This design comes from an exercise in tuning for small area, a short achievable clock period and few clock cycles on the open sky130 flow, not from production work. At most, simulation tests tie the RTL to the original design; equivalence was not proved. The RTL of runs 1 to 3 and 6 was laid out without a check of its function.

==> flow/design.v (outline; a module is shown in full before it is edited, if it fits) <==
// module lzc32: 31 lines
// module mul33cs: 3485 lines
// module mext_top: 124 lines
module mext_top (
    input  logic        rst_n,           
    input  logic        clk,             
    input  logic [31:0] alu_operand_1,
    input  logic [31:0] alu_operand_2,
    input  logic [3:0]  alu_m_ops,
    input  logic        stall_i,
    input  logic        flush_i,
    output logic        mul_req_o,
    output logic        mul_ack_o,
    output logic [31:0] alu_m_result_o
);
  // ...
==> flow/run.sh <==
#!/bin/bash
# synth_recipe.tcl (not shown) runs the flow's synth.tcl, then flattens the netlist and writes it again
# the make line also repeats each setting of config.mk as NAME=value (left out here)
make -C /OpenROAD-flow-scripts/flow DESIGN_CONFIG=/design/flow/config.mk WORK_HOME=/design/flow/orfs CLKGATE_MAP_FILE= SYNTH_SCRIPT=/design/flow/synth_recipe.tcl finish
==> flow/config.mk <==
export PLATFORM = sky130hd
export DESIGN_NAME = mext_top
export DESIGN_NICKNAME = mext_top
export VERILOG_FILES = /design/flow/design.v
export SDC_FILE = /design/flow/constraint.sdc
export NUM_CORES = 4
export LEC_CHECK = 0
export ABC_AREA = 1
export CAP_MARGIN = 20
export CORE_MARGIN = 2
export CORE_UTILIZATION = 40
export SETUP_SLACK_MARGIN = 0.3
export SLEW_MARGIN = 20
==> flow/constraint.sdc <==
create_clock -name core_clock -period 14.5 [get_ports {clk}]
set_input_delay 2.9000 -clock core_clock [delete_from_list [all_inputs] [get_ports {clk}]]
set_output_delay 2.9000 -clock core_clock [all_outputs]
set_load 0.01 [all_outputs]
==> qor.txt, run 1 <==
outcome: complete, no violations
count leader, synth: nand2_1
post-synthesis xor/xnor area fraction: 0.132
Adder-Cell Fraction of Synth Area: 0.272
Seq/total area: 0.0820
Layout Cells excl Fill: 8,192
startpoint types: register
largest family of logic cells by synthesized area: adder cells
met3 Use GR: 0.0907
I/O pin total: 106
worst hold slack: 671 ps
CP Depth: 65
CTS buffer count: 17
final worst-path setup slack: 2430 ps
post-DP HPWL: 192,000 um
Slew HR: 0.283
DP Area: 49,500 um2
final hold vios: 0
Yosys top cell by area: fa_1
Distinct cells, synth: 65
die height: 347 um
Leading cell kind: multi-input gates
post-route cell area: 50,100 um2
most frequent cells in the layout: nand2_1, inv_1, xor2_1
detailed-router iteration count before antenna repair: 10
final setup vio count: 0
CTS Root Cell: clkbuf_16
met2 WL: 106,000 um
r2r worst-path depth: 65
most used cell, CP: nand2_1
Synth Area in Simple Gates: 0.185
Critical Path AT: 12,380 ps
Max Used Layer: met5
reg-to-reg critical path endpoint: s_ff[8]$_DFFE_PP_
area of the multi-input gates: 37,300 um2
DRC viols: 0
post-synthesis mux area share: 0.000691
Cells after DPL: 8,157
post-CTS setup buffers: 0
fmax: 82.9 MHz
Net Count, Synth: 7,600
==> run 2, diff against run 1 <==
--- a/flow/config.mk
+++ b/flow/config.mk
@@ -9,5 +9,5 @@
 export CAP_MARGIN = 20
 export CORE_MARGIN = 2
-export CORE_UTILIZATION = 40
-export SETUP_SLACK_MARGIN = 0.3
+export CORE_UTILIZATION = 60
+export SETUP_SLACK_MARGIN = 4.5
 export SLEW_MARGIN = 20
==> run 2 against run 1 <==
  * Still clean
  * Cell count is 5.2% lower
  * Routed wire length is 9.1% lower
  * Utilization grew 22 points
  * Largest cell class unchanged
  * Design area rose by 0.81%
  * Synthesized area is the same
  * Clock skew down 1.3 ps
  * Highest routed layer unchanged
  * Flip-flop and latch count unchanged
  * Critical path depth is 15 lower
==> qor.txt, run 2 <==
Yosys top cell by area: fa_1 (unchanged)
I/O pin total: 106 (unchanged)
WHS Endpoint: cnt_ff[0]$_DFFE_PP_ (was c_ff[24]$_DFFE_PP_)
detailed-router iteration count before antenna repair: 12 (was 10)
most frequent cells in the layout: nand2_1, inv_1, xor2_1 (unchanged)
clock sinks: 137 (unchanged)
vias in the first global route: 50,856 (was 48,968)
Setup TNS: 0 ps (unchanged)
row count: 102 (was 125)
share of layout cells above drive strength 1: 0.0588 (was 0.0405)
RR Startpoint: c_ff[35]$_SDFFCE_PP0P_ (was c_ff[23]$_DFFE_PP_)
DR WL/cell: 29.0 um (was 30.2 um)
Slew HR: 0.224 (was 0.283)
Die W: 284 um (was 347 um)
async set-or-reset flop fraction in the synthesized netlist: 0.0146 (unchanged)
Clock Skew: 17.2 ps (was 18.5 ps)
CTS Root Cell: clkbuf_16 (unchanged)
Final Max Tran Viols: 0 (unchanged)
Synth Register Bits: 137 (unchanged)
max-cap violation count: 0 (unchanged)
Seq/Total Area, Yosys: 0.0872 (unchanged)
post-synth top area share: 0.198 (unchanged)
Hold Path Depth: 1 (was 2)
Post-synth EDFFs: 135 (unchanged)
top cells by area, synth: fa_1, xor2_1, edfxtp_1 (unchanged)
initial antenna violation count: 11 (was 8)
Synth Warn #: 2 (unchanged)
startpoint types: register (unchanged)
WP data required: 14,700 ps (was 14,810 ps)
IO buf count: 105 (unchanged)
CTS tree: yes (unchanged)
clock period minus worst slack: 9850 ps (was 12,070 ps)
setup repair after global routing missed its margin: no (unchanged)
reg-to-reg critical path endpoint: s_ff[1]$_DFFE_PP_ (was s_ff[8]$_DFFE_PP_)
Largest regs: c_ff (64), s_ff (64), cnt_ff (4) (unchanged)
area delta synth->final: 7.24% (was 6.37%)
commonest non-fill, non-tap cell in the layout: nand2_1 (unchanged)
r2r worst-path depth: 50 (was 65)
core area: 77,600 um2 (was 117,000 um2)
drt total wl: 225,000 um (was 248,000 um)
most used cell, CP: nand2_1 (unchanged)
Initial DRC Count: 8,426 (was 6,171)
hold_buf cts: 0 (unchanged)
crit-path max FO: 11 (was 35)
Distinct cells, synth: 65 (unchanged)
slew of the pin with the lowest slew margin: 1160 ps (was 1060 ps)
fillers: 6,871 (was 12,257)
via/cell ratio: 6.84 (was 6.16)
Die ar.: 80,700 um2 (was 120,000 um2)
count leader, synth: nand2_1 (unchanged)
CP max-delay cell: nor2_2 (was inv_1)
crit end category: register (unchanged)
Synth Area per Inst: 6.94 um2 (unchanged)
most frequent cells after synthesis: nand2_1, inv_1, xor2_1, o22ai_1, a21oi_1 (unchanged)
final hold vios: 0 (unchanged)
final core utilization: 0.651 (was 0.430)
Critical Path AT: 10,050 ps (was 12,380 ps)
area of the multi-input gates: 37,800 um2 (was 37,300 um2)
GR Util All Layers: 0.538 (was 0.400)
register area: 4100 um2 (unchanged)
worst reg-to-reg setup slack: 4650 ps (was 2430 ps)
CTS clk-pin slew, worst paths: 60 ps (was 70 ps)
Worst-Skew Late Latency: 470 ps (was 460 ps)
DRC viols: 0 (unchanged)
die height: 284 um (was 347 um)
outcome: complete, no violations (unchanged)
post-DP HPWL: 167,000 um (was 192,000 um)
main flop type after synthesis: edfxtp_1 (unchanged)
Mapped Area: 47,100 um2 (unchanged)
via count: 53,097 (was 50,448)
first-pass GRT wire length: 324,000 um (was 350,000 um)
final setup vio count: 0 (unchanged)
largest net degree at the start of global routing: 84 (unchanged)
Starting Density: 0.607 (was 0.404)
HP Class: reg2reg (unchanged)
Max stage delay on crit path: 800 ps (was 540 ps)
min-delay src: cnt_ff[0]$_DFFE_PP_ (was c_ff[28]$_DFFE_PP_)
GPL Wtd Cong: 1.11 (was 1.07)
NumNets Final: 7,521 (was 7,471)
ANT nets after route: 0 (unchanged)
Post-Syn Instances: 6,783 (unchanged)
grt ovf: 0 (unchanged)
Setup Crit Path Kind: reg2reg (unchanged)
buffers from clock root to sink, at most: 2 (unchanged)
fin crit share: 0.679 (was 0.832)
CTS buffer count: 17 (unchanged)
Net Count, Synth: 7,600 (unchanged)
H-Tree Level Count: 4 (unchanged)
fmax: 102 MHz (was 82.9 MHz)
[run 2: changes by cell type in the layout (fill, tap and decap cells not counted), moves of 7 or more]
cell	delta
ha_1	-14
a21oi_1	-17
o21ai_0	-19
inv_2	-7
nand2_2	+9
nand2_1	-13
o21ai_2	+7
clkinvlp_4	+13
clkinv_1	-9
buf_4	+35
ha_2	+11
o21ai_1	+11
a21oi_2	+13
[run 2: logic make-up (layout without fill, tap and decap cells)]
| group | count (synthesis) | after routing | synth area share |
|---|---|---|---|
| fa+ha+maj | 745 | 745 | 0.272 |
| other cells | 0 | 6 | 0 |
| simple gates | 2052 | 2058 | 0.185 |
| mux | 3 | 3 | 0.000691 |
| xor+xnor | 707 | 707 | 0.132 |
| buf+inv | 1480 | 1408 | 0.120 |
| flops | 137 | 137 | 0.0872 |
| compound gates | 1659 | 1659 | 0.203 |
[run 2: worst max-delay path by stage]
| stage | from | endpoint | slack, ps | cells after the start |
|---|---|---|---|---|
| 2_1_floorplan | s_ff[0]$_DFFE_PP_ | s_ff[18]$_DFFE_PP_ | 5870 | 72 |
| 3_3_place_gp | c_ff[3]$_DFFE_PP_ | s_ff[0]$_DFFE_PP_ | 2000 | 66 |
| 3_5_place_dp | c_ff[21]$_DFFE_PP_ | s_ff[0]$_DFFE_PP_ | 1680 | 61 |
| 4_1_cts | c_ff[3]$_DFFE_PP_ | s_ff[31]$_DFFE_PP_ | 4530 | 59 |
| 5_1_grt | s_ff[0]$_DFFE_PP_ | s_ff[0]$_DFFE_PP_ | 4410 | 69 |
| 6_report | c_ff[35]$_SDFFCE_PP0P_ | s_ff[1]$_DFFE_PP_ | 4650 | 50 |
[run 2: metrics by stage]
stage	cells	worst slack, ps	instance area, um2	hold slack [ps]
after CTS	7703	4530	49600	658
after detailed placement	7660	1680	48800	619
final	7763	4650	50500	660
after global routing	7758	4410	50500	679
after global placement	7660	2000	48800	625
after floorplan	6783	5870	47100	544
[run 2: metal layers]
layer  GRT usage  vias to the layer above  share of wire
met5      0.0125                        -         0.0011
met4       0.476                       18           0.12
met3       0.205                     1812           0.16
met2       0.774                     5009           0.40
met1       0.621                    24081           0.32
li1            -                    22177              -
[run 2: final cells by class]
class                      instances  area share
multi-input combinational       5172       0.749
inverter                        1093      0.0827
sequential                       137      0.0813
timing repair buffer             282      0.0492
tap                             1040      0.0258
clock buffer                      17     0.00843
clock inverter                    15     0.00315
antenna                            6    0.000297
timing repair inverter             1    0.000149
[run 2: timing repair]
action,4_1_cts,5_1_grt
setup buffers,9,46
resized for setup,46,101
pin swaps,3,18
setup endpoints to repair,65,66
gates cloned,2,8
[run 2: worst max-delay path: cells and delay by family, from the launching register on]
| kind | cells | cell delay (ps) |
|---|---|---|
| fa+ha+maj | 5 | 1560 |
| buf+inv | 6 | 860 |
| simple gates | 28 | 4410 |
| flops | 1 | 580 |
| compound gates | 11 | 2170 |
==> run 3, diff against run 2 <==
--- a/flow/config.mk
+++ b/flow/config.mk
@@ -9,5 +9,5 @@
 export CAP_MARGIN = 20
 export CORE_MARGIN = 2
-export CORE_UTILIZATION = 60
-export SETUP_SLACK_MARGIN = 4.5
+export CORE_UTILIZATION = 50
+export SETUP_SLACK_MARGIN = 5
 export SLEW_MARGIN = 20
==> run 3 against run 2 <==
  * Largest cell class unchanged
  * Critical endpoint is now s_ff[37]$_DFFE_PP_
  * Critical path depth is 34 lower
  * Synthesized area stayed put
  * Still clean on timing, DRC and antenna
  * Design area is 2.4% higher
==> qor.txt, run 3 <==
Mapped Area: 47,100 um2 (unchanged)
worst slack at placement: 2690 ps (was 1680 ps)
CTS tree: yes (unchanged)
detailed-router iteration count before antenna repair: 9 (was 12)
Largest regs: c_ff (64), s_ff (64), cnt_ff (4) (unchanged)
Synth Area in Simple Gates: 0.185 (unchanged)
area delta synth->final: 9.81% (was 7.24%)
final hold vios: 0 (unchanged)
clock period minus worst slack: 9750 ps (was 9850 ps)
largest family of logic cells by synthesized area: adder cells (unchanged)
Synth Register Bits: 137 (unchanged)
most frequent cells after synthesis: nand2_1, inv_1, xor2_1, o22ai_1, a21oi_1 (unchanged)
fin crit share: 0.673 (was 0.679)
Worst-Skew Late Latency: 470 ps (about the same)
max-cap violation count: 0 (unchanged)
Die W: 311 um (was 284 um)
post-synth top area share: 0.198 (unchanged)
Setup TNS: 0 ps (unchanged)
crit end category: register (unchanged)
post-route cell area: 51,700 um2 (was 50,500 um2)
via/cell ratio: 6.50 (was 6.84)
DP Area: 49,100 um2 (was 48,800 um2)
Yosys top cell by area: fa_1 (unchanged)
row count: 112 (was 102)
Critical Path AT: 9940 ps (was 10,050 ps)
Adder-Cell Fraction of Synth Area: 0.272 (unchanged)
Clock Skew: 21.1 ps (was 17.2 ps)
startpoint types: primary input (was register)
Synth Area per Inst: 6.94 um2 (unchanged)
hold_buf cts: 0 (unchanged)
fmax: 103 MHz (was 102 MHz)
DR WL/cell: 29.9 um (was 29.0 um)
ANT nets after route: 0 (unchanged)
Slew HR: 0.170 (was 0.224)
worst hold slack: 560 ps (was 660 ps)
final core utilization: 0.554 (was 0.651)
Max stage delay on crit path: 1030 ps (was 800 ps)
first-pass GRT wire length: 340,000 um (was 324,000 um)
async set-or-reset flop fraction in the synthesized netlist: 0.0146 (unchanged)
count leader, synth: nand2_1 (unchanged)
clock sinks: 137 (unchanged)
WP data required: 14,690 ps (was 14,700 ps)
Final Max Tran Viols: 0 (unchanged)
Setup Crit Path Kind: in2reg (was reg2reg)
crit-path max FO: 12 (was 11)
top cells by area, synth: fa_1, xor2_1, edfxtp_1 (unchanged)
grt ovf: 0 (unchanged)
post-synthesis compound-gate area fraction: 0.203 (unchanged)
post-DP HPWL: 180,000 um (was 167,000 um)
core area: 93,300 um2 (was 77,600 um2)
GPL Wtd Cong: 1.06 (was 1.11)
buffers from clock root to sink, at most: 2 (unchanged)
Post-synth EDFFs: 135 (unchanged)
CTS clk-pin slew, worst paths: 80 ps (was 60 ps)
H-Tree Level Count: 4 (unchanged)
largest net degree at the start of global routing: 81 (was 84)
GR Util All Layers: 0.478 (was 0.538)
Initial DRC Count: 7,094 (was 8,426)
Die ar.: 96,600 um2 (was 80,700 um2)
CTS buffer count: 17 (unchanged)
slew of the pin with the lowest slew margin: 1230 ps (was 1160 ps)
most frequent cells in the layout: nand2_1, inv_1, xor2_1 (unchanged)
IO buf count: 105 (unchanged)
Seq/Total Area, Yosys: 0.0872 (unchanged)
share of layout cells above drive strength 1: 0.0771 (was 0.0588)
I/O pin total: 106 (unchanged)
post-synthesis mux area share: 0.000691 (unchanged)
Post-Syn Instances: 6,783 (unchanged)
HP Class: reg2reg (unchanged)
outcome: complete, no violations (unchanged)
Synth Warn #: 2 (unchanged)
CP max-delay cell: clkdlybuf4s50_1 (was nor2_2)
final setup vio count: 0 (unchanged)
CTS Root Cell: clkbuf_16 (unchanged)
commonest non-fill, non-tap cell in the layout: nand2_1 (unchanged)
Net Count, Synth: 7,600 (unchanged)
DRC viols: 0 (unchanged)
worst path cell trace: clkdlybuf4s50_1, nand2_1, inv_1, o21ai_0, xor2_1, fa_1, inv_1, fa_1, inv_1, fa_1, fa_1, fa_1, inv_1, fa_1, a21oi_1, a22oi_1
initial antenna violation count: 14 (was 11)
main flop type after synthesis: edfxtp_1 (unchanged)
setup repair after global routing missed its margin: yes (was no)
die height: 311 um (was 284 um)
via count: 52,085 (was 53,097)
most used cell, CP: fa_1 (was nand2_1)
Distinct cells, synth: 65 (unchanged)
vias in the first global route: 49,464 (was 50,856)
Starting Density: 0.504 (was 0.607)
post-synthesis xor/xnor area fraction: 0.132 (unchanged)
NumNets Final: 7,546 (was 7,521)
final worst-path setup slack: 4750 ps (was 4650 ps)
drt total wl: 240,000 um (was 225,000 um)
==> run 3: changes by cell type in the layout (fill, tap and decap cells not counted), sizes merged, moves of 2 or more <==
cell	change
inv	+2
buf	+24
diode	+6
clkbuf	-2
dlymetal6s2s	+2
clkinvlp	-3
clkdlybuf4s50	-2
bufbuf	+5
nand2	-3
==> run 3: path summary, 6_finish.rpt <==
check / depth (start not counted) / endpoint / slack (ps) / startpoint
max: 16 / s_ff[37]$_DFFE_PP_ / 4750 / alu_operand_1[31]
min: 2 / held_ff$_DFFE_PN0P_ / 560 / held_ff$_DFFE_PN0P_
max reg2reg: 62 / s_ff[0]$_DFFE_PP_ / 5310 / s_ff[0]$_DFFE_PP_
min reg2reg: 2 / held_ff$_DFFE_PN0P_ / 560 / held_ff$_DFFE_PN0P_
max in group asynchronous: 1 / held_ff$_DFFE_PN0P_ / 11740 / rst_n
min in group asynchronous: 1 / ack_ff$_DFF_PN0_ / 2610 / rst_n
==> run 3: layout make-up <==
class                      instances  area (um2)
clock buffer                      17         425
sequential                       137        4100
multi-input combinational       5171       38300
timing repair buffer             309        2880
antenna                           12        30.0
inverter                        1093        4200
fill                            9314       41600
clock inverter                    15         171
tap                             1254        1570
==> run 3: kinds of logic (layout without fill, tap and decap cells) <==
| logic type | after synthesis | count (layout) |
|---|---|---|
| muxes | 3 | 3 |
| other | 0 | 12 |
| and+or+nand+nor | 2052 | 2057 |
| adders and majority gates | 745 | 745 |
| DFF | 137 | 137 |
| xor gates and xnor gates | 707 | 707 |
| AOI/OAI and AO/OA | 1659 | 1659 |
| buffers and inverters | 1480 | 1434 |
==> run 3: layer usage <==
layer | global-route usage | vias to the layer above | wire [um]
li1 | - | 22257 | -
met1 | 0.578 | 24533 | 85200
met2 | 0.709 | 4132 | 99300
met3 | 0.159 | 1157 | 32500
met4 | 0.349 | 6 | 22800
met5 | 0 | - | 34
==> run 3: through the flow <==
step                instances
global route             7999
floorplan                6783
global placement         7878
detailed placement       7878
CTS                      7946
finish                   8008
==> run 3: critical path, delay by kind of cell <==
kind,cells,cell delay (ps)
adder cells (fa/ha/maj),6,3120
XOR/XNOR,1,280
AND/OR/NAND/NOR,1,820
buffers and inverters,5,1950
AO/OA/AOI/OAI,3,840
==> run 3: repair_timing <==
| item | CTS | global route |
|---|---|---|
| buffers inserted | 26 | 49 |
| hold endpoints to repair | 0 | 0 |
| cloned | 10 | 1 |
| pin swaps | 13 | 33 |
| setup endpoints to repair | 76 | 75 |
| gates resized for setup | 97 | 197 |
==> module mext_top, before the edit <==
module mext_top (
    input  logic        rst_n,           
    input  logic        clk,             
    input  logic [31:0] alu_operand_1,
    input  logic [31:0] alu_operand_2,
    input  logic [3:0]  alu_m_ops,
    input  logic        stall_i,
    input  logic        flush_i,
    output logic        mul_req_o,
    output logic        mul_ack_o,
    output logic [31:0] alu_m_result_o
);
localparam int LK = 2;          
localparam int K  = 1 << LK;    
localparam int DW = 32 + K;      
localparam int CW = 4;           
logic [3:0]  op;
logic [31:0] a, b;
assign op = alu_m_ops;
assign a  = alu_operand_1;
assign b  = alu_operand_2;
logic is_div, is_mul, div_sgn, a_neg, b_neg, b_zero;
assign is_div  = op[3];
assign is_mul  = ~op[3] & op[2];
assign div_sgn = is_div & ~op[0];
assign a_neg   = div_sgn & a[31];
assign b_neg   = div_sgn & b[31];
assign b_zero  = (b == 32'd0);
logic        xa, xb;
logic [63:0] ms, mc;
assign xa = ~(op[1] & op[0]) & a[31];
assign xb = ~op[1] & b[31];
mul33cs u_mul (.a({xa, a}), .b({xb, b}), .s(ms), .c(mc));
logic [31:0] a_abs, b_abs;
assign a_abs = a_neg ? (~a + 32'd1) : a;
assign b_abs = b_neg ? (~b + 32'd1) : b;
logic [5:0] lza, lzb;
lzc32 u_lza (.x(a_neg ? ~a : a), .n(lza));
lzc32 u_lzb (.x(b_neg ? ~b : b), .n(lzb));
logic signed [7:0] nbits;
assign nbits = $signed({2'b0, lzb}) - $signed({2'b0, lza}) + $signed({7'b0, a_neg}) + 8'sd1;
logic div_now;       
assign div_now = b_zero | (nbits <= 0);
logic [CW-1:0] ncyc;
logic [5:0]    shamt;
always_comb begin
    ncyc  = '0;
    shamt = '0;
    if (!div_now) begin
        shamt = 6'(nbits - 8'sd1) | 6'(K - 1);
        ncyc  = CW'(shamt >> LK) + CW'(1);
    end
end
logic [DW-1:0] b_al;
assign b_al = DW'({{(DW-32){1'b0}}, b_abs} << shamt);
logic          held_ff, ack_ff;
logic [CW-1:0] cnt_ff;
logic [63:0]   s_ff;        
logic [63:0]   c_ff;        
logic [1:0]    sel_ff;      
logic          neg_ff;      
logic take;
assign take = ~stall_i;
logic          iter;
logic [31:0]   r_it, q_it;
logic [DW-1:0] d_cur;
assign iter  = (cnt_ff != '0);
assign d_cur = c_ff[DW-1:0];
always_comb begin
    logic [DW-1:0] t;
    logic [32:0]   diff;
    logic          ge;
    r_it = s_ff[31:0];
    q_it = s_ff[63:32];
    for (int j = 0; j < K; j++) begin
        t    = d_cur >> j;
        diff = {1'b0, r_it} - {1'b0, t[31:0]};
        ge   = ~diff[32] & (t[DW-1:32] == '0);
        if (ge) r_it = diff[31:0];
        q_it = {q_it[30:0], ge};
    end
end
always_ff @(posedge clk or negedge rst_n) begin
    if (~rst_n) begin
        held_ff <= 1'b0;
        ack_ff  <= 1'b0;
    end else if (flush_i) begin
        held_ff <= 1'b0;
        ack_ff  <= 1'b0;
    end else if (take) begin
        held_ff <= is_div | is_mul;
        ack_ff  <= is_mul | (is_div & div_now);
    end else begin
        ack_ff  <= ack_ff | (held_ff & (cnt_ff == CW'(1)));
    end
end
always_ff @(posedge clk) begin
    if (take) begin
        cnt_ff <= is_div ? ncyc : '0;
        sel_ff <= {is_div, is_div ? op[1] : (op[1:0] != 2'b00)};
        neg_ff <= op[1] ? a_neg : ((a_neg ^ b_neg) & ~b_zero);
        if (is_div) begin
            s_ff           <= {{32{b_zero}}, a_abs};
            c_ff[DW-1:0]   <= b_al;
        end else begin
            s_ff           <= ms;
            c_ff[DW-1:0]   <= mc[DW-1:0];
        end
        c_ff[63:DW] <= mc[63:DW];
    end else if (iter) begin
        cnt_ff       <= cnt_ff - CW'(1);
        s_ff         <= {q_it, r_it};
        c_ff[DW-1:0] <= d_cur >> K;
    end
end
logic [63:0] prod;
assign prod = s_ff + c_ff;
logic [31:0] dv, dv_o;
assign dv   = sel_ff[0] ? s_ff[31:0] : s_ff[63:32];
assign dv_o = neg_ff ? (~dv + 32'd1) : dv;
assign alu_m_result_o = sel_ff[1] ? dv_o : (sel_ff[0] ? prod[63:32] : prod[31:0]);
assign mul_req_o      = held_ff;
assign mul_ack_o      = ack_ff;
endmodule
==> run 4, diff against run 3 <==
--- a/flow/design.v
+++ b/flow/design.v
@@ -4188,13 +4188,13 @@
 assign nbits = $signed({2'b0, lzb}) - $signed({2'b0, lza}) + $signed({7'b0, a_neg}) + 8'sd1;
 logic div_now;       
-assign div_now = b_zero | (nbits <= 0);
+assign div_now = b_zero | (nbits <= 2);
 logic [CW-1:0] ncyc;
 logic [5:0]    shamt;
 always_comb begin
     ncyc  = '0;
-    shamt = '0;
+    shamt = 6'd1;
     if (!div_now) begin
-        shamt = 6'(nbits - 8'sd1) | 6'(K - 1);
-        ncyc  = CW'(shamt >> LK) + CW'(1);
+        shamt = (6'(nbits - 8'sd3) | 6'(K - 1)) + 6'd2;
+        ncyc  = CW'((shamt - 6'd1) >> LK);
     end
 end
@@ -4263,6 +4263,21 @@
 logic [63:0] prod;
 assign prod = s_ff + c_ff;
+logic [31:0] rlast, qlast;
+always_comb begin
+    logic [DW-1:0] t;
+    logic [32:0]   diff;
+    logic          ge;
+    rlast = s_ff[31:0];
+    qlast = s_ff[63:32];
+    for (int j = 0; j < 2; j++) begin
+        t    = d_cur >> j;
+        diff = {1'b0, rlast} - {1'b0, t[31:0]};
+        ge   = ~diff[32] & (t[DW-1:32] == '0);
+        if (ge) rlast = diff[31:0];
+        qlast = {qlast[30:0], ge};
+    end
+end
 logic [31:0] dv, dv_o;
-assign dv   = sel_ff[0] ? s_ff[31:0] : s_ff[63:32];
+assign dv   = sel_ff[0] ? rlast : qlast;
 assign dv_o = neg_ff ? (~dv + 32'd1) : dv;
 assign alu_m_result_o = sel_ff[1] ? dv_o : (sel_ff[0] ? prod[63:32] : prod[31:0]);
--- a/flow/config.mk
+++ b/flow/config.mk
@@ -9,5 +9,5 @@
 export CAP_MARGIN = 20
 export CORE_MARGIN = 2
-export CORE_UTILIZATION = 50
+export CORE_UTILIZATION = 40
 export SETUP_SLACK_MARGIN = 5
 export SLEW_MARGIN = 20
==> run 4 against run 3 <==
  * Still clean
  * Synthesized area is 0.36% higher
  * Via count is 1.0% lower
  * Critical path depth is 22 higher
  * Worst hold slack better by 14 ps
  * Sequential share of layout area is 0.11 points lower
  * Register-to-register slack worse by 70 ps
  * Cell count is 4.3% higher
  * Global-route usage is 8.9 points lower
  * Utilization is 11 points lower
==> qor.txt, run 4 <==
post-synthesis mux area share: 0.000477 (was 0.000691)
reg-to-reg critical path endpoint: s_ff[21]$_DFFE_PP_ (was s_ff[0]$_DFFE_PP_)
Net Count, Synth: 7,668 (was 7,600)
WP data required: 11,600 ps (was 14,690 ps)
fillers: 12,400 (was 9,314)
Critical Path AT: 6430 ps (was 9940 ps)
crit-path max FO: 17 (was 12)
slew of the pin with the lowest slew margin: 1170 ps (was 1230 ps)
row count: 126 (was 112)
Final Max Tran Viols: 0 (unchanged)
commonest non-fill, non-tap cell in the layout: nand2_1 (unchanged)
DR WL/cell: 29.0 um (was 29.9 um)
worst slack at placement: 2500 ps (was 2690 ps)
Die ar.: 121,000 um2 (was 96,600 um2)
Adder-Cell Fraction of Synth Area: 0.271 (was 0.272)
setup repair after global routing missed its margin: yes (unchanged)
buffers from clock root to sink, at most: 2 (unchanged)
first-pass GRT wire length: 342,000 um (was 340,000 um)
DRC viols: 0 (unchanged)
top cells by area, synth: fa_1, xor2_1, nand2_1 (was fa_1, xor2_1, edfxtp_1)
IO buf count: 105 (unchanged)
CP max-delay cell: edfxtp_1 (was clkdlybuf4s50_1)
Post-Syn Instances: 6,851 (was 6,783)
CTS clk-pin slew, worst paths: 80 ps (about the same)
r2r worst-path depth: 50 (was 62)
post-DP HPWL: 180,000 um (about the same)
clock period minus worst slack: 9330 ps (was 9750 ps)
via/cell ratio: 6.17 (was 6.50)
Slew HR: 0.222 (was 0.170)
detailed-router iteration count before antenna repair: 9 (unchanged)
core area: 118,000 um2 (was 93,300 um2)
final core utilization: 0.445 (was 0.554)
post-synth top area share: 0.197 (was 0.198)
Setup TNS: 0 ps (unchanged)
WHS Endpoint: held_ff$_DFFE_PN0P_ (unchanged)
I/O pin total: 106 (unchanged)
Largest regs: c_ff (64), s_ff (64), cnt_ff (4) (unchanged)
outcome: complete, no violations (unchanged)
share of layout cells above drive strength 1: 0.0918 (was 0.0771)
CTS tree: yes (unchanged)
NumNets Final: 7,621 (was 7,546)
worst reg-to-reg setup slack: 5240 ps (was 5310 ps)
most frequent cells after synthesis: nand2_1, inv_1, xor2_1, o22ai_1, fa_1 (was nand2_1, inv_1, xor2_1, o22ai_1, a21oi_1)
Clock Skew: 19.8 ps (was 21.1 ps)
Mapped Area: 47,200 um2 (was 47,100 um2)
Synth Area per Inst: 6.90 um2 (was 6.94 um2)
Worst-Skew Late Latency: 500 ps (was 470 ps)
fin crit share: 0.643 (was 0.673)
Seq/Total Area, Yosys: 0.0869 (was 0.0872)
Layout Cells excl Fill: 8,356 (was 8,008)
Die W: 348 um (was 311 um)
grt ovf: 0 (unchanged)
vias in the first global route: 49,219 (was 49,464)
clock sinks: 137 (unchanged)
Synth Warn #: 2 (unchanged)
register area: 4100 um2 (unchanged)
Distinct cells, synth: 62 (was 65)
post-synthesis xor/xnor area fraction: 0.126 (was 0.132)
area delta synth->final: 10.9% (was 9.81%)
area of the multi-input gates: 38,500 um2 (was 38,300 um2)
Yosys top cell by area: fa_1 (unchanged)
Hold Path Depth: 2 (unchanged)
H-Tree Level Count: 4 (unchanged)
Post-synth EDFFs: 135 (unchanged)
max-cap violation count: 0 (unchanged)
final hold vios: 0 (unchanged)
final worst-path setup slack: 5170 ps (was 4750 ps)
largest family of logic cells by synthesized area: adder cells (unchanged)
Setup Crit Path Kind: reg2out (was in2reg)
final setup vio count: 0 (unchanged)
GPL Wtd Cong: 1.11 (was 1.06)
RR Startpoint: c_ff[9]$_DFFE_PP_ (was s_ff[0]$_DFFE_PP_)
Starting Density: 0.402 (was 0.504)
HP Class: reg2reg (unchanged)
GR Util All Layers: 0.388 (was 0.478)
drt total wl: 242,000 um (was 240,000 um)
die height: 348 um (was 311 um)
Initial DRC Count: 6,899 (was 7,094)
Cells after DPL: 8,224 (was 7,878)
via count: 51,547 (was 52,085)
main flop type after synthesis: edfxtp_1 (unchanged)
CTS buffer count: 17 (unchanged)
Synth Area in Simple Gates: 0.191 (was 0.185)
startpoint types: register (was primary input)
initial antenna violation count: 7 (was 14)
most frequent cells in the layout: nand2_1, inv_1, xor2_1 (unchanged)
min-delay src: held_ff$_DFFE_PN0P_ (unchanged)
CTS Root Cell: clkbuf_16 (unchanged)
async set-or-reset flop fraction in the synthesized netlist: 0.0146 (unchanged)
ANT nets after route: 0 (unchanged)
Synth Register Bits: 137 (unchanged)
fmax: 107 MHz (was 103 MHz)
Max stage delay on crit path: 540 ps (was 1030 ps)
crit end category: output pin (was register)
count leader, synth: nand2_1 (unchanged)
post-synthesis compound-gate area fraction: 0.197 (was 0.203)
largest net degree at the start of global routing: 71 (was 81)
[run 4: per-stage QoR]
step                      hold WS [ps]  instance area (um2)
after floorplan                    540                47200
after global placement             559                49500
after detailed placement           569                49500
after CTS                          586                51100
after global routing               619                52400
final                              574                52400
[run 4: worst max path at each step]
stage          slack [ps]            endpoint              start  depth (start not counted)
2_1_floorplan        5980  c_ff[31]$_DFFE_PP_   alu_operand_2[9]                         22
3_3_place_gp         2600  s_ff[25]$_DFFE_PP_  c_ff[5]$_DFFE_PP_                         53
3_5_place_dp         2500  s_ff[13]$_DFFE_PP_  c_ff[5]$_DFFE_PP_                         53
4_1_cts              4820  alu_m_result_o[26]  s_ff[0]$_DFFE_PP_                         42
5_1_grt              4890   s_ff[5]$_DFFE_PP_  c_ff[9]$_DFFE_PP_                         53
6_report             5170  alu_m_result_o[21]  c_ff[9]$_DFFE_PP_                         38
[run 4: cell families after synthesis]
| group | after synthesis |
|---|---|
| multiplexers | 2 |
| flip-flops | 137 |
| AO/OA/AOI/OAI | 1595 |
| XOR/XNOR | 680 |
| AND/OR/NAND/NOR | 2147 |
| buffers and inverters | 1545 |
| adder cells (fa/ha/maj) | 745 |
[run 4: cell type report]
type / count / share of cell area
tap: 1536 / 0.0367
inverter: 1156 / 0.0849
clock inverter: 15 / 0.00303
multi-input combinational: 5174 / 0.734
timing repair buffer: 315 / 0.0544
antenna: 3 / 0.000143
timing repair inverter: 3 / 0.000525
sequential: 137 / 0.0783
clock buffer: 17 / 0.00812
[run 4: metal layers]
| metal | global-route usage | share of wire | up-vias |
|---|---|---|---|
| li1 | - | - | 22341 |
| met1 | 0.473 | 0.37 | 24504 |
| met2 | 0.582 | 0.42 | 3657 |
| met3 | 0.120 | 0.12 | 1033 |
| met4 | 0.273 | 0.089 | 12 |
| met5 | 0.00640 | 0.0018 | - |
[run 4: critical path, delay by kind of cell, from the launching register on]
family                     cells  cell delay [ps]
and+or+nand+nor               23             2720
buffers and inverters          8             1180
AOI/OAI and AO/OA              5              810
adders and majority gates      2              630
DFF                            1              540
[run 4: repair_timing]
action	4_1_cts	5_1_grt
pin swaps	20	44
hold buffers	0	0
gates cloned	8	3
buffers inserted	38	48
setup endpoints to repair	100	99
hold endpoints to repair	0	0
gates resized for setup	179	241
Testbench counts of run 4, summed over its fixed seeds: cycles 15,872.
==> run 5, diff against run 4 <==
--- a/flow/design.v
+++ b/flow/design.v
@@ -4182,9 +4182,16 @@
 assign a_abs = a_neg ? (~a + 32'd1) : a;
 assign b_abs = b_neg ? (~b + 32'd1) : b;
-logic [5:0] lza, lzb;
-lzc32 u_lza (.x(a_neg ? ~a : a), .n(lza));
-lzc32 u_lzb (.x(b_neg ? ~b : b), .n(lzb));
+logic [31:0] a_oc, b_oc;
+logic [5:0]  lza, lzb;
+logic        a_p2, b_p2;
+assign a_oc = a_neg ? ~a : a;
+assign b_oc = b_neg ? ~b : b;
+lzc32 u_lza (.x(a_oc), .n(lza));
+lzc32 u_lzb (.x(b_oc), .n(lzb));
+assign a_p2 = a_neg & (((a_oc >> 1) & ~a_oc) == 32'd0);
+assign b_p2 = b_neg & (((b_oc >> 1) & ~b_oc) == 32'd0);
 logic signed [7:0] nbits;
-assign nbits = $signed({2'b0, lzb}) - $signed({2'b0, lza}) + $signed({7'b0, a_neg}) + 8'sd1;
+assign nbits = $signed({2'b0, lzb}) - $signed({2'b0, lza}) + $signed({7'b0, a_p2})
+             - $signed({7'b0, b_p2}) + 8'sd1;
 logic div_now;       
 assign div_now = b_zero | (nbits <= 2);
@@ -4210,5 +4217,6 @@
 assign take = ~stall_i;
 logic          iter;
-logic [31:0]   r_it, q_it;
+logic [31:0]   r_it, q_it;       
+logic [31:0]   rlast, qlast;     
 logic [DW-1:0] d_cur;
 assign iter  = (cnt_ff != '0);
@@ -4218,6 +4226,8 @@
     logic [32:0]   diff;
     logic          ge;
-    r_it = s_ff[31:0];
-    q_it = s_ff[63:32];
+    r_it  = s_ff[31:0];
+    q_it  = s_ff[63:32];
+    rlast = '0;
+    qlast = '0;
     for (int j = 0; j < K; j++) begin
         t    = d_cur >> j;
@@ -4226,4 +4236,8 @@
         if (ge) r_it = diff[31:0];
         q_it = {q_it[30:0], ge};
+        if (j == 1) begin
+            rlast = r_it;
+            qlast = q_it;
+        end
     end
 end
@@ -4263,19 +4277,4 @@
 logic [63:0] prod;
 assign prod = s_ff + c_ff;
-logic [31:0] rlast, qlast;
-always_comb begin
-    logic [DW-1:0] t;
-    logic [32:0]   diff;
-    logic          ge;
-    rlast = s_ff[31:0];
-    qlast = s_ff[63:32];
-    for (int j = 0; j < 2; j++) begin
-        t    = d_cur >> j;
-        diff = {1'b0, rlast} - {1'b0, t[31:0]};
-        ge   = ~diff[32] & (t[DW-1:32] == '0);
-        if (ge) rlast = diff[31:0];
-        qlast = {qlast[30:0], ge};
-    end
-end
 logic [31:0] dv, dv_o;
 assign dv   = sel_ff[0] ? rlast : qlast;
==> run 5 against run 4 <==
  * Register-to-register slack got worse by 150 ps
  * Critical path depth shrank 5
  * Clock skew decreased by 6.0 ps
  * Still clean
  * Flip-flop and latch count unchanged
  * Worst hold slack worse by 25 ps
  * First-iteration DRC count up 4.7%
  * Clock-buffer cell count is the same
  * Synthesized area increased by 2.5%
  * Cell count rose by 3.1%
  * Fmax fell by 2.1%
  * Via count increased by 3.9%
==> qor.txt, run 5 <==
grt ovf: 0 (unchanged)
area delta synth->final: 12.3% (was 10.9%)
HP Class: reg2reg (unchanged)
slew of the pin with the lowest slew margin: 1220 ps (was 1170 ps)
WHS Endpoint: held_ff$_DFFE_PN0P_ (unchanged)
count leader, synth: nand2_1 (unchanged)
post-synth top area share: 0.193 (was 0.197)
reg-to-reg critical path endpoint: s_ff[6]$_DFFE_PP_ (was s_ff[21]$_DFFE_PP_)
Initial DRC Count: 7,224 (was 6,899)
worst slack at placement: 2380 ps (was 2500 ps)
Critical Path AT: 6620 ps (was 6430 ps)
via/cell ratio: 6.22 (was 6.17)
Seq/Total Area, Yosys: 0.0847 (was 0.0869)
min-delay src: held_ff$_DFFE_PN0P_ (unchanged)
clock sinks: 137 (unchanged)
post-DP HPWL: 194,000 um (was 180,000 um)
Synth Register Bits: 137 (unchanged)
WP data required: 11,600 ps (about the same)
row count: 127 (was 126)
Post-synth EDFFs: 135 (unchanged)
crit-path max FO: 13 (was 17)
Yosys top cell by area: fa_1 (unchanged)
DR WL/cell: 30.6 um (was 29.0 um)
Synth Area per Inst: 6.93 um2 (was 6.90 um2)
r2r worst-path depth: 51 (was 50)
IO buf count: 105 (unchanged)
main flop type after synthesis: edfxtp_1 (unchanged)
share of layout cells above drive strength 1: 0.115 (was 0.0918)
Max stage delay on crit path: 550 ps (was 540 ps)
fin crit share: 0.657 (was 0.643)
initial antenna violation count: 12 (was 7)
Post-Syn Instances: 6,985 (was 6,851)
CTS clk-pin slew, worst paths: 70 ps (was 80 ps)
Setup TNS: 0 ps (unchanged)
final worst-path setup slack: 4980 ps (was 5170 ps)
Die W: 352 um (was 348 um)
Worst-Skew Late Latency: 460 ps (was 500 ps)
async set-or-reset flop fraction in the synthesized netlist: 0.0146 (unchanged)
top cells by area, synth: fa_1, xor2_1, nand2_1 (unchanged)
H-Tree Level Count: 4 (unchanged)
vias in the first global route: 51,096 (was 49,219)
clock period minus worst slack: 9520 ps (was 9330 ps)
GPL Wtd Cong: 1.08 (was 1.11)
CTS buffer count: 17 (unchanged)
Distinct cells, synth: 69 (was 62)
crit end category: output pin (unchanged)
setup repair after global routing missed its margin: yes (unchanged)
final hold vios: 0 (unchanged)
startpoint types: register (unchanged)
most frequent cells in the layout: nand2_1, inv_1, xor2_1 (unchanged)
RR Startpoint: s_ff[2]$_DFFE_PP_ (was c_ff[9]$_DFFE_PP_)
Hold Path Depth: 2 (unchanged)
buffers from clock root to sink, at most: 2 (unchanged)
drt total wl: 264,000 um (was 242,000 um)
fmax: 105 MHz (was 107 MHz)
NumNets Final: 7,810 (was 7,621)
CP max-delay cell: edfxtp_1 (unchanged)
worst reg-to-reg setup slack: 5090 ps (was 5240 ps)
I/O pin total: 106 (unchanged)
first-pass GRT wire length: 370,000 um (was 342,000 um)
Clock Skew: 13.8 ps (was 19.8 ps)
final setup vio count: 0 (unchanged)
Synth Warn #: 2 (unchanged)
Setup Crit Path Kind: reg2out (unchanged)
hold_buf cts: 0 (unchanged)
most frequent cells after synthesis: nand2_1, inv_1, xor2_1, o22ai_1, fa_1 (unchanged)
Largest regs: c_ff (64), s_ff (64), cnt_ff (4) (unchanged)
most used cell, CP: nand2_1
Net Count, Synth: 7,808 (was 7,668)
CTS Root Cell: clkbuf_16 (unchanged)
fillers: 12,620 (was 12,400)
Starting Density: 0.404 (was 0.402)
DRC viols: 0 (unchanged)
Mapped Area: 48,400 um2 (was 47,200 um2)
core area: 120,000 um2 (was 118,000 um2)
GR Util All Layers: 0.407 (was 0.388)
Die ar.: 124,000 um2 (was 121,000 um2)
largest net degree at the start of global routing: 79 (was 71)
die height: 352 um (was 348 um)
Final Max Tran Viols: 0 (unchanged)
max-cap violation count: 0 (unchanged)
Slew HR: 0.180 (was 0.222)
final core utilization: 0.453 (was 0.445)
ANT nets after route: 0 (unchanged)
commonest non-fill, non-tap cell in the layout: nand2_1 (unchanged)
outcome: complete, no violations (unchanged)
detailed-router iteration count before antenna repair: 8 (was 9)
CTS tree: yes (unchanged)
via count: 53,566 (was 51,547)
[run 5: changes by cell type after synthesis, moves of 24 or more]
cell      delta
a21oi_1     -33
buf_1       +26
clkbuf_1    -35
nand2_2     +35
nor2_1      -24
xor2_1      +48
[run 5: what timing repair did]
item / 4_1_cts / 5_1_grt
resized for setup: 180 / 265
pin swaps: 22 / 63
buffers inserted: 42 / 84
cloned: 10 / 10
setup endpoints to repair: 106 / 99
[run 5: routing by layer]
metal | global-route usage | wire, um | vias to the layer above
li1 | - | - | 22815
met1 | 0.511 | 99100 | 25770
met2 | 0.609 | 110000 | 3912
met3 | 0.111 | 31500 | 1053
met4 | 0.274 | 23000 | 16
met5 | 0.00308 | 135 | -
[run 5: cells by family (layout without fill, tap and decap cells)]
| family | after synthesis | in the layout | synth area share |
|---|---|---|---|
| buf+inv | 1569 | 1569 | 0.128 |
| xor+xnor | 734 | 734 | 0.133 |
| mux | 2 | 2 | 0.000465 |
| other cells | 0 | 4 | 0 |
| fa+ha+maj | 751 | 751 | 0.266 |
| compound gates | 1555 | 1557 | 0.188 |
| flops | 137 | 137 | 0.0847 |
| simple gates | 2237 | 2250 | 0.200 |
[run 5: cell type report]
class / count / area (um2) / share of cell area
inverter: 1177 / 4520 / 0.0831
timing repair inverter: 2 / 12.5 / 0.000230
antenna: 4 / 10.0 / 0.000184
tap: 1612 / 2020 / 0.0371
sequential: 137 / 4100 / 0.0755
timing repair buffer: 358 / 3240 / 0.0595
clock buffer: 17 / 425 / 0.00782
clock inverter: 15 / 154 / 0.00283
multi-input combinational: 5294 / 39900 / 0.734
[run 5: how the worst max path moves through the flow]
stage	start	to	depth (start not counted)
final	s_ff[2]$_DFFE_PP_	alu_m_result_o[22]	33
after global routing	c_ff[0]$_DFFE_PP_	alu_m_result_o[22]	38
after CTS	s_ff[0]$_DFFE_PP_	alu_m_result_o[9]	35
after detailed placement	alu_m_ops[3]	c_ff[24]$_DFFE_PP_	34
after global placement	alu_m_ops[3]	c_ff[24]$_DFFE_PP_	34
after floorplan	s_ff[0]$_DFFE_PP_	s_ff[32]$_DFFE_PP_	64
[run 5: critical path, delay by kind of cell, from the launching register on]
| family | cells | cell delay (ps) |
|---|---|---|
| flip-flops | 1 | 550 |
| AO/OA/AOI/OAI | 3 | 590 |
| AND/OR/NAND/NOR | 23 | 3130 |
| adder cells (fa/ha/maj) | 2 | 700 |
| buffers and inverters | 5 | 1190 |
[run 5: per-stage QoR]
step | hold WS [ps] | std cells | area, um2
finish | 549 | 8616 | 54400
global route | 596 | 8612 | 54400
CTS | 564 | 8518 | 52400
detailed placement | 552 | 8434 | 50700
global placement | 544 | 8433 | 50700
floorplan | 540 | 6985 | 48400
Testbench counts of run 5, summed over its fixed seeds: cycles 15,731.
==> run 6, diff against run 5 <==
--- a/flow/design.v
+++ b/flow/design.v
@@ -4182,16 +4182,9 @@
 assign a_abs = a_neg ? (~a + 32'd1) : a;
 assign b_abs = b_neg ? (~b + 32'd1) : b;
-logic [31:0] a_oc, b_oc;
-logic [5:0]  lza, lzb;
-logic        a_p2, b_p2;
-assign a_oc = a_neg ? ~a : a;
-assign b_oc = b_neg ? ~b : b;
-lzc32 u_lza (.x(a_oc), .n(lza));
-lzc32 u_lzb (.x(b_oc), .n(lzb));
-assign a_p2 = a_neg & (((a_oc >> 1) & ~a_oc) == 32'd0);
-assign b_p2 = b_neg & (((b_oc >> 1) & ~b_oc) == 32'd0);
+logic [5:0] lza, lzb;
+lzc32 u_lza (.x(a_neg ? ~a : a), .n(lza));
+lzc32 u_lzb (.x(b_neg ? ~b : b), .n(lzb));
 logic signed [7:0] nbits;
-assign nbits = $signed({2'b0, lzb}) - $signed({2'b0, lza}) + $signed({7'b0, a_p2})
-             - $signed({7'b0, b_p2}) + 8'sd1;
+assign nbits = $signed({2'b0, lzb}) - $signed({2'b0, lza}) + $signed({7'b0, a_neg}) + 8'sd1;
 logic div_now;       
 assign div_now = b_zero | (nbits <= 2);
==> flow/flow/run.sh (new file) <==
#!/bin/bash
# Standard layout with two changes in how it is made:
#  1. after the standard synthesis, full adders are re-polarised to drop
#     the inverters between them (fa_polarity.py; same function, same
#     registers and ports);
#  2. timing repair aims below the clock period (SETUP_SLACK_MARGIN); the
#     constraints and the clock period are the design's.
set -euo pipefail
bash standard.sh synth > synth.log 2>&1
R=orfs/results/${FLOW_PLATFORM}/mext_top/base
cp $R/1_2_yosys.v 1_2_yosys.orig.v
python3 flow/fa_polarity.py 1_2_yosys.orig.v $R/1_2_yosys.v > fa_polarity.log 2>&1
rm -f $R/1_synth.odb
bash standard.sh synth > synth_odb.log 2>&1
bash standard.sh finish SETUP_SLACK_MARGIN=6 > layout.log 2>&1
==> flow/flow/fa_polarity.py (new file) <==
#!/usr/bin/env python3
"""Remove inverters around full adders in a flat sky130hd gate netlist.

A full adder is self-dual: FA(~a,~b,~c) = (~sum, ~cout). Each full adder may
therefore be implemented in either polarity; this script picks, per full
adder, the polarity that needs the fewest inverters, removes all inverter
cells and re-inserts one inverter per signal whose complement is still
needed. The function of every register input and output port is unchanged;
registers, ports and all other cells keep their names.

usage: fa_polarity.py IN.v OUT.v
"""
import re, sys, collections

src = open(sys.argv[1]).read()
INV = re.compile(r'sky130_fd_sc_hd__(clk)?inv_\d+$')
FA = re.compile(r'sky130_fd_sc_hd__fa_\d+$')
OUT_PINS = {'X', 'Y', 'Q', 'Q_N', 'SUM', 'COUT'}

inst_re = re.compile(r'^(\s*)(sky130_fd_sc_hd__\w+)\s+(\\\S+\s|\S+)\s*\((.*?)\);\s*$', re.S | re.M)
pin_re = re.compile(r'\.(\w+)\(\s*(\\\S+\s|[^()\s]+)\s*\)')

def norm(n):
    n = n.strip()
    return n

cells = []
spans = []
for m in inst_re.finditer(src):
    typ, name, body = m.group(2), m.group(3), m.group(4)
    pins = [(p, norm(n)) for p, n in pin_re.findall(body)]
    cells.append((typ, name, pins))
    spans.append((m.start(), m.end()))

# module header: output ports
hdr = src[:spans[0][0]]
outputs = set()
for m in re.finditer(r'^\s*output\s+(\[(\d+):(\d+)\]\s+)?(\w+)\s*;', hdr, re.M):
    if m.group(1):
        hi, lo = int(m.group(2)), int(m.group(3))
        for i in range(min(hi, lo), max(hi, lo) + 1):
            outputs.add(f"{m.group(4)}[{i}]")
    else:
        outputs.add(m.group(4))
inputs = set()
for m in re.finditer(r'^\s*input\s+(\[(\d+):(\d+)\]\s+)?(\w+)\s*;', hdr, re.M):
    if m.group(1):
        hi, lo = int(m.group(2)), int(m.group(3))
        for i in range(min(hi, lo), max(hi, lo) + 1):
            inputs.add(f"{m.group(4)}[{i}]")
    else:
        inputs.add(m.group(4))

driver = {}
for ci, (typ, name, pins) in enumerate(cells):
    for p, n in pins:
        if p in OUT_PINS:
            assert n not in driver, n
            driver[n] = (ci, p)

def is_const(n):
    return bool(re.match(r"^\d+'[bh][01]$", n))

# resolve inverter chains: net -> (base net, polarity)
memo = {}
def resolve(n):
    if n in memo:
        return memo[n]
    d = driver.get(n)
    if d is not None and INV.match(cells[d[0]][0]):
        a = dict(cells[d[0]][2])['A']
        b, p = resolve(a)
        r = (b, p ^ 1)
    else:
        r = (n, 0)
    memo[n] = r
    return r

fa_ids = [ci for ci, c in enumerate(cells) if FA.match(c[0])]
# full adders with constant inputs are left alone
flippable = set()
for ci in fa_ids:
    pins = dict(cells[ci][2])
    if not any(is_const(pins[p]) for p in ('A', 'B', 'CIN')) and \
       not any(pins[p] in outputs for p in ('SUM', 'COUT')):
        flippable.add(ci)

# loads: list of (kind, ref, base, pol) ; kind 'pin' (ci, pin) or 'port' (net)
loads = []
for ci, (typ, name, pins) in enumerate(cells):
    if INV.match(typ):
        continue
    for p, n in pins:
        if p in OUT_PINS or is_const(n):
            continue
        b, pol = resolve(n)
        loads.append(('pin', (ci, p), b, pol))
for n in outputs:
    d = driver.get(n)
    b, pol = resolve(n)
    if d is not None and not INV.match(cells[d[0]][0]):
        continue            # driven directly by its cell: untouched
    loads.append(('port', n, b, pol))

flip = collections.defaultdict(int)
base_driver_fa = {}
for n, (ci, p) in driver.items():
    if ci in flippable:
        base_driver_fa[n] = ci

loads_by_base = collections.defaultdict(list)
for i, (k, ref, b, pol) in enumerate(loads):
    loads_by_base[b].append(i)
bases_of_fa_inputs = collections.defaultdict(set)
for i, (k, ref, b, pol) in enumerate(loads):
    if k == 'pin' and ref[0] in flippable:
        bases_of_fa_inputs[ref[0]].add(b)

def need(i):
    k, ref, b, pol = loads[i]
    want = pol ^ (flip[ref[0]] if k == 'pin' and ref[0] in flippable else 0)
    return want

def base_cost(b):
    phys = flip[base_driver_fa[b]] if b in base_driver_fa else 0
    return 1 if any(need(i) != phys for i in loads_by_base[b]) else 0

def fa_bases(ci):
    pins = dict(cells[ci][2])
    s = set(bases_of_fa_inputs[ci])
    s.add(pins['SUM']); s.add(pins['COUT'])
    return s

total0 = sum(base_cost(b) for b in loads_by_base)
improved = True
rounds = 0
while improved and rounds < 50:
    improved = False
    rounds += 1
    for ci in sorted(flippable):
        bs = fa_bases(ci)
        before = sum(base_cost(b) for b in bs)
        flip[ci] ^= 1
        after = sum(base_cost(b) for b in bs)
        if after < before:
            improved = True
        else:
            flip[ci] ^= 1
total1 = sum(base_cost(b) for b in loads_by_base)
print(f"inverters: {sum(1 for c in cells if INV.match(c[0]))} cells, "
      f"{total0} needed before, {total1} after; {sum(flip.values())} full adders flipped",
      file=sys.stderr)

# names: for (base, pol) pick a net name
names = {}
for n in driver:
    b, p = resolve(n)
    if (b, p) not in names or n in outputs:
        names[(b, p)] = n
for n in inputs:
    names.setdefault((n, 0), n)
fresh = [0]
new_wires = []
def name_of(b, p):
    if (b, p) not in names:
        fresh[0] += 1
        nm = f"_fapol_{fresh[0]}_"
        names[(b, p)] = nm
        new_wires.append(nm)
    return names[(b, p)]

# physical polarity of each base's driver output
def phys(b):
    return flip[base_driver_fa[b]] if b in base_driver_fa else 0

newpins = {}
for ci in range(len(cells)):
    typ, name, pins = cells[ci]
    if INV.match(typ):
        continue
    np_ = []
    for p, n in pins:
        if p in OUT_PINS:
            if ci in flippable:
                np_.append((p, name_of(n, flip[ci])))
            else:
                np_.append((p, n))
        elif is_const(n):
            np_.append((p, n))
        else:
            b, pol = resolve(n)
            want = pol ^ (flip[ci] if ci in flippable else 0)
            np_.append((p, name_of(b, want)))
    newpins[ci] = np_

# inverters: for every (base, pol) demanded that its driver does not give
demanded = set()
for ci, np_ in newpins.items():
    pass
for i, (k, ref, b, pol) in enumerate(loads):
    demanded.add((b, need(i)))
def vn(n):
    return n + ' ' if n.startswith(chr(92)) else n

inv_lines = []
k = 0
for (b, p) in sorted(demanded):
    if p != phys(b):
        k += 1
        inv_lines.append(f"  sky130_fd_sc_hd__inv_1 _fapol_inv_{k}_ (\n"
                         f"    .A({vn(name_of(b, phys(b)))}),\n    .Y({vn(name_of(b, p))})\n  );\n")
# a base whose physical output net has no name yet (no loads in its own polarity)
out = []
pos = 0
for ci, (s, e) in enumerate(spans):
    out.append(src[pos:s])
    typ, name, pins = cells[ci]
    if ci in newpins:
        indent = re.match(r'\s*', src[s:e]).group(0)
        body = ",\n".join(f"    .{p}({n}{' ' if n.startswith(chr(92)) else ''})" for p, n in newpins[ci])
        out.append(f"{indent}{typ} {name}{'' if name.endswith(' ') else ' '}(\n{body}\n  );")
    pos = e
tail = src[pos:]
endm = tail.rfind('endmodule')
out.append(tail[:endm])
out.append("".join(inv_lines))
out.append(tail[endm:])
res = "".join(out)
# declare new wires after the module header's port declarations
decl = "".join(f"  wire {w};\n" for w in new_wires)
res = re.sub(r'(\n\s*output\s+\[31:0\]\s+alu_m_result_o;\n)', lambda m: m.group(1) + decl, res, count=1) \
    if decl else res
if decl and decl not in res:
    first = res.index(';', res.index('module')) + 1
    res = res[:first] + "\n" + decl + res[first:]
open(sys.argv[2], "w").write(res)
print(f"{k} inverters inserted, {len(new_wires)} new nets", file=sys.stderr)
==> flow/standard.sh (new file) <==
#!/bin/bash
# synth_recipe.tcl (not shown) runs the flow's synth.tcl, then flattens the netlist and writes it again
# the make line also repeats each setting of config.mk as NAME=value (left out here)
make -C /OpenROAD-flow-scripts/flow DESIGN_CONFIG=/design/flow/config.mk WORK_HOME=/design/flow/orfs CLKGATE_MAP_FILE= SYNTH_SCRIPT=/design/flow/synth_recipe.tcl "${@:-finish}"
removed: flow/run.sh
==> run 6 against run 5 <==
  * Still clean on timing, DRC and antenna
  * Critical path depth up 4
  * Die area fell by 4.2%
  * Utilization rose by 4.0 points
  * Routed wire length decreased by 4.3%
  * Cell count decreased by 3.3%
  * Worst hold slack gained 10 ps
==> qor.txt, run 6 <==
Slew HR: 0.113 (was 0.180)
CP max-delay cell: ha_1 (was edfxtp_1)
grt ovf: 0 (unchanged)
post-route cell area: 56,600 um2 (was 54,400 um2)
first-pass GRT wire length: 353,000 um (was 370,000 um)
Largest regs: c_ff (64), s_ff (64), cnt_ff (4) (unchanged)
Cells after DPL: 7,980 (was 8,434)
post-DP HPWL: 181,000 um (was 194,000 um)
Global Route met1 Usage: 0.506 (was 0.511)
final core utilization: 0.493 (was 0.453)
via count: 52,282 (was 53,566)
IO buf count: 105 (unchanged)
CTS buffer count: 17 (unchanged)
final hold vios: 0 (unchanged)
startpoint types: register (unchanged)
HP Class: reg2reg (unchanged)
DR WL/cell: 30.3 um (was 30.6 um)
Net Count, Synth: 7,440 (was 7,808)
clock sinks: 137 (unchanged)
WP data required: 11,600 ps (about the same)
share of layout cells above drive strength 1: 0.182 (was 0.115)
Final Max Tran Viols: 0 (unchanged)
core area: 115,000 um2 (was 120,000 um2)
DRC viols: 0 (unchanged)
setup repair after global routing missed its margin: yes (unchanged)
H-Tree Level Count: 4 (unchanged)
crit-path max FO: 5 (was 13)
Die ar.: 119,000 um2 (was 124,000 um2)
clock period minus worst slack: 9390 ps (was 9520 ps)
I/O pin total: 106 (unchanged)
Die W: 345 um (was 352 um)
fin crit share: 0.647 (was 0.657)
worst reg-to-reg setup slack: 5290 ps (was 5090 ps)
commonest non-fill, non-tap cell in the layout: nand2_1 (unchanged)
ANT nets after route: 0 (unchanged)
Layout Cells excl Fill: 8,329 (was 8,616)
largest net degree at the start of global routing: 68 (was 79)
CP startpoint: c_ff[3]$_DFFE_PP_ (was s_ff[2]$_DFFE_PP_)
met2 global-route usage: 0.613 (was 0.609)
GR Util All Layers: 0.411 (was 0.407)
CTS tree: yes (unchanged)
row count: 124 (was 127)
Mapped Area: 46,400 um2 (was 48,400 um2)
CTS clk-pin slew, worst paths: 70 ps (about the same)
fillers: 11,474 (was 12,620)
max-cap violation count: 0 (unchanged)
Setup Crit Path Kind: reg2out (unchanged)
Clock Skew: 10.1 ps (was 13.8 ps)
DP Area: 48,700 um2 (was 50,700 um2)
Synth Warn #: 2 (unchanged)
NumNets Final: 7,615 (was 7,810)
Max stage delay on crit path: 440 ps (was 550 ps)
GRT busiest layer: met2 (unchanged)
Starting Density: 0.405 (was 0.404)
outcome: complete, no violations (unchanged)
Post-Syn Instances: 6,623 (was 6,985)
r2r worst-path depth: 57 (was 51)
met3 Use GR: 0.130 (was 0.111)
reg-to-reg critical path endpoint: s_ff[24]$_DFFE_PP_ (was s_ff[6]$_DFFE_PP_)
CTS Root Cell: clkbuf_16 (unchanged)
drt total wl: 253,000 um (was 264,000 um)
Critical Path AT: 6490 ps (was 6620 ps)
fmax: 107 MHz (was 105 MHz)
initial antenna violation count: 17 (was 12)
final setup vio count: 0 (unchanged)
min-delay src: held_ff$_DFFE_PN0P_ (unchanged)
vias in the first global route: 49,662 (was 51,096)
GPL Wtd Cong: 1.05 (was 1.08)
crit end category: output pin (unchanged)
Hold Path Depth: 2 (unchanged)
Worst-Skew Late Latency: 480 ps (was 460 ps)
detailed-router iteration count before antenna repair: 10 (was 8)
WHS Endpoint: held_ff$_DFFE_PN0P_ (unchanged)
Initial DRC Count: 7,002 (was 7,224)
Setup TNS: 0 ps (unchanged)
area delta synth->final: 21.9% (was 12.3%)
most frequent cells in the layout: nand2_1, inv_1, xor2_1 (unchanged)
die height: 345 um (was 352 um)
Synth Area per Inst: 7.00 um2 (was 6.93 um2)
via/cell ratio: 6.28 (was 6.22)
slew of the pin with the lowest slew margin: 1320 ps (was 1220 ps)
RR Startpoint: c_ff[3]$_DFFE_PP_ (was s_ff[2]$_DFFE_PP_)
buffers from clock root to sink, at most: 2 (unchanged)
run 6: critical path, delay by kind of cell, from the launching register on:
kind,cells,cell delay [ps]
simple gates,18,1980
buf+inv,10,1590
compound gates,6,1100
fa+ha+maj,3,870
flops,1,400
run 6: area by class of cell:
cell class              count  area, um2  share of cell area
multi-input cells        5177      40800               0.721
repair buffers            530       5430              0.0960
flip-flops and latches    137       4100              0.0726
inverters                 928       3630              0.0642
well taps                1512       1890              0.0335
clock buffers              17        425             0.00752
clock inverters            15        239             0.00423
repair inverters            7       47.5            0.000841
diodes                      6       15.0            0.000265
run 6: timing repair:
item	CTS	global route
gates cloned	29	10
resized for setup	852	433
setup buffers	174	97
endpoints found under the setup margin	140	106
pin swaps	136	143
hold buffers	0	0
run 6: routing by layer:
metal / up-vias / part of all wire / wire, um
li1: 22363 / - / -
met1: 24975 / 0.36 / 92000
met2: 3864 / 0.42 / 105000
met3: 1056 / 0.13 / 33000
met4: 24 / 0.087 / 21900
met5: - / 0.0012 / 303
run 6: worst max-delay path by stage:
stage | end | slack (ps)
2_1_floorplan | s_ff[32]$_DFFE_PP_ | 6030
3_3_place_gp | s_ff[26]$_DFFE_PP_ | 2750
3_5_place_dp | s_ff[18]$_DFFE_PP_ | 2730
4_1_cts | s_ff[13]$_DFFE_PP_ | 5410
5_1_grt | alu_m_result_o[26] | 4920
6_report | alu_m_result_o[18] | 5110
run 6: per-stage QoR:
stage,setup slack (ps),hold WS [ps]
floorplan,6030,540
global placement,2750,545
detailed placement,2730,532
CTS,5410,552
global route,4920,587
finish,5110,560

port drivers added, routing unchanged:
Ports are ideal in the flow. The routed layouts listed here were re-timed in OpenROAD. Step 1 (the two cells are an assumption about what drives the block):
set clk [get_ports {clk}]
set_driving_cell -lib_cell sky130_fd_sc_hd__clkbuf_16 $clk
set_driving_cell -lib_cell sky130_fd_sc_hd__buf_2 [delete_from_list [all_inputs] $clk]
Step 2 adds t to the input delays and takes it off the output delays; t is the mean of the earliest and latest rising clock arrival at the registers after step 1. Input paths then give back, and output paths get back, about the clock's delay inside the block. Slacks: ideal ports / drivers / drivers and shift; pairs: ideal ports / drivers.
run | shift t [ns] | setup slack, ns | clock arrival spread, ns | slew at the worst register clock pin (ns)
run 1 | 0.522 | 2.430 / 2.430 / 2.430 | 0.019 / 0.019 | 0.08 / 0.08
run 2 | 0.512 | 4.649 / 4.649 / 4.199 | 0.018 / 0.017 | 0.08 / 0.08
run 3 | 0.512 | 4.749 / 4.778 / 4.267 | 0.021 / 0.021 | 0.08 / 0.08
run 4 | 0.544 | 5.174 / 5.120 / 4.712 | 0.020 / 0.020 | 0.09 / 0.09
run 5 | 0.515 | 4.977 / 4.918 / 4.527 | 0.014 / 0.014 | 0.08 / 0.08
run 6 | 0.531 | 5.114 / 5.057 / 5.293 | 0.014 / 0.014 | 0.07 / 0.07
After both steps setup and hold are still met in every run listed. The setup slack of run 3, which loses most, moves by +0.029 ns with the drivers and by -0.482 ns with both steps.
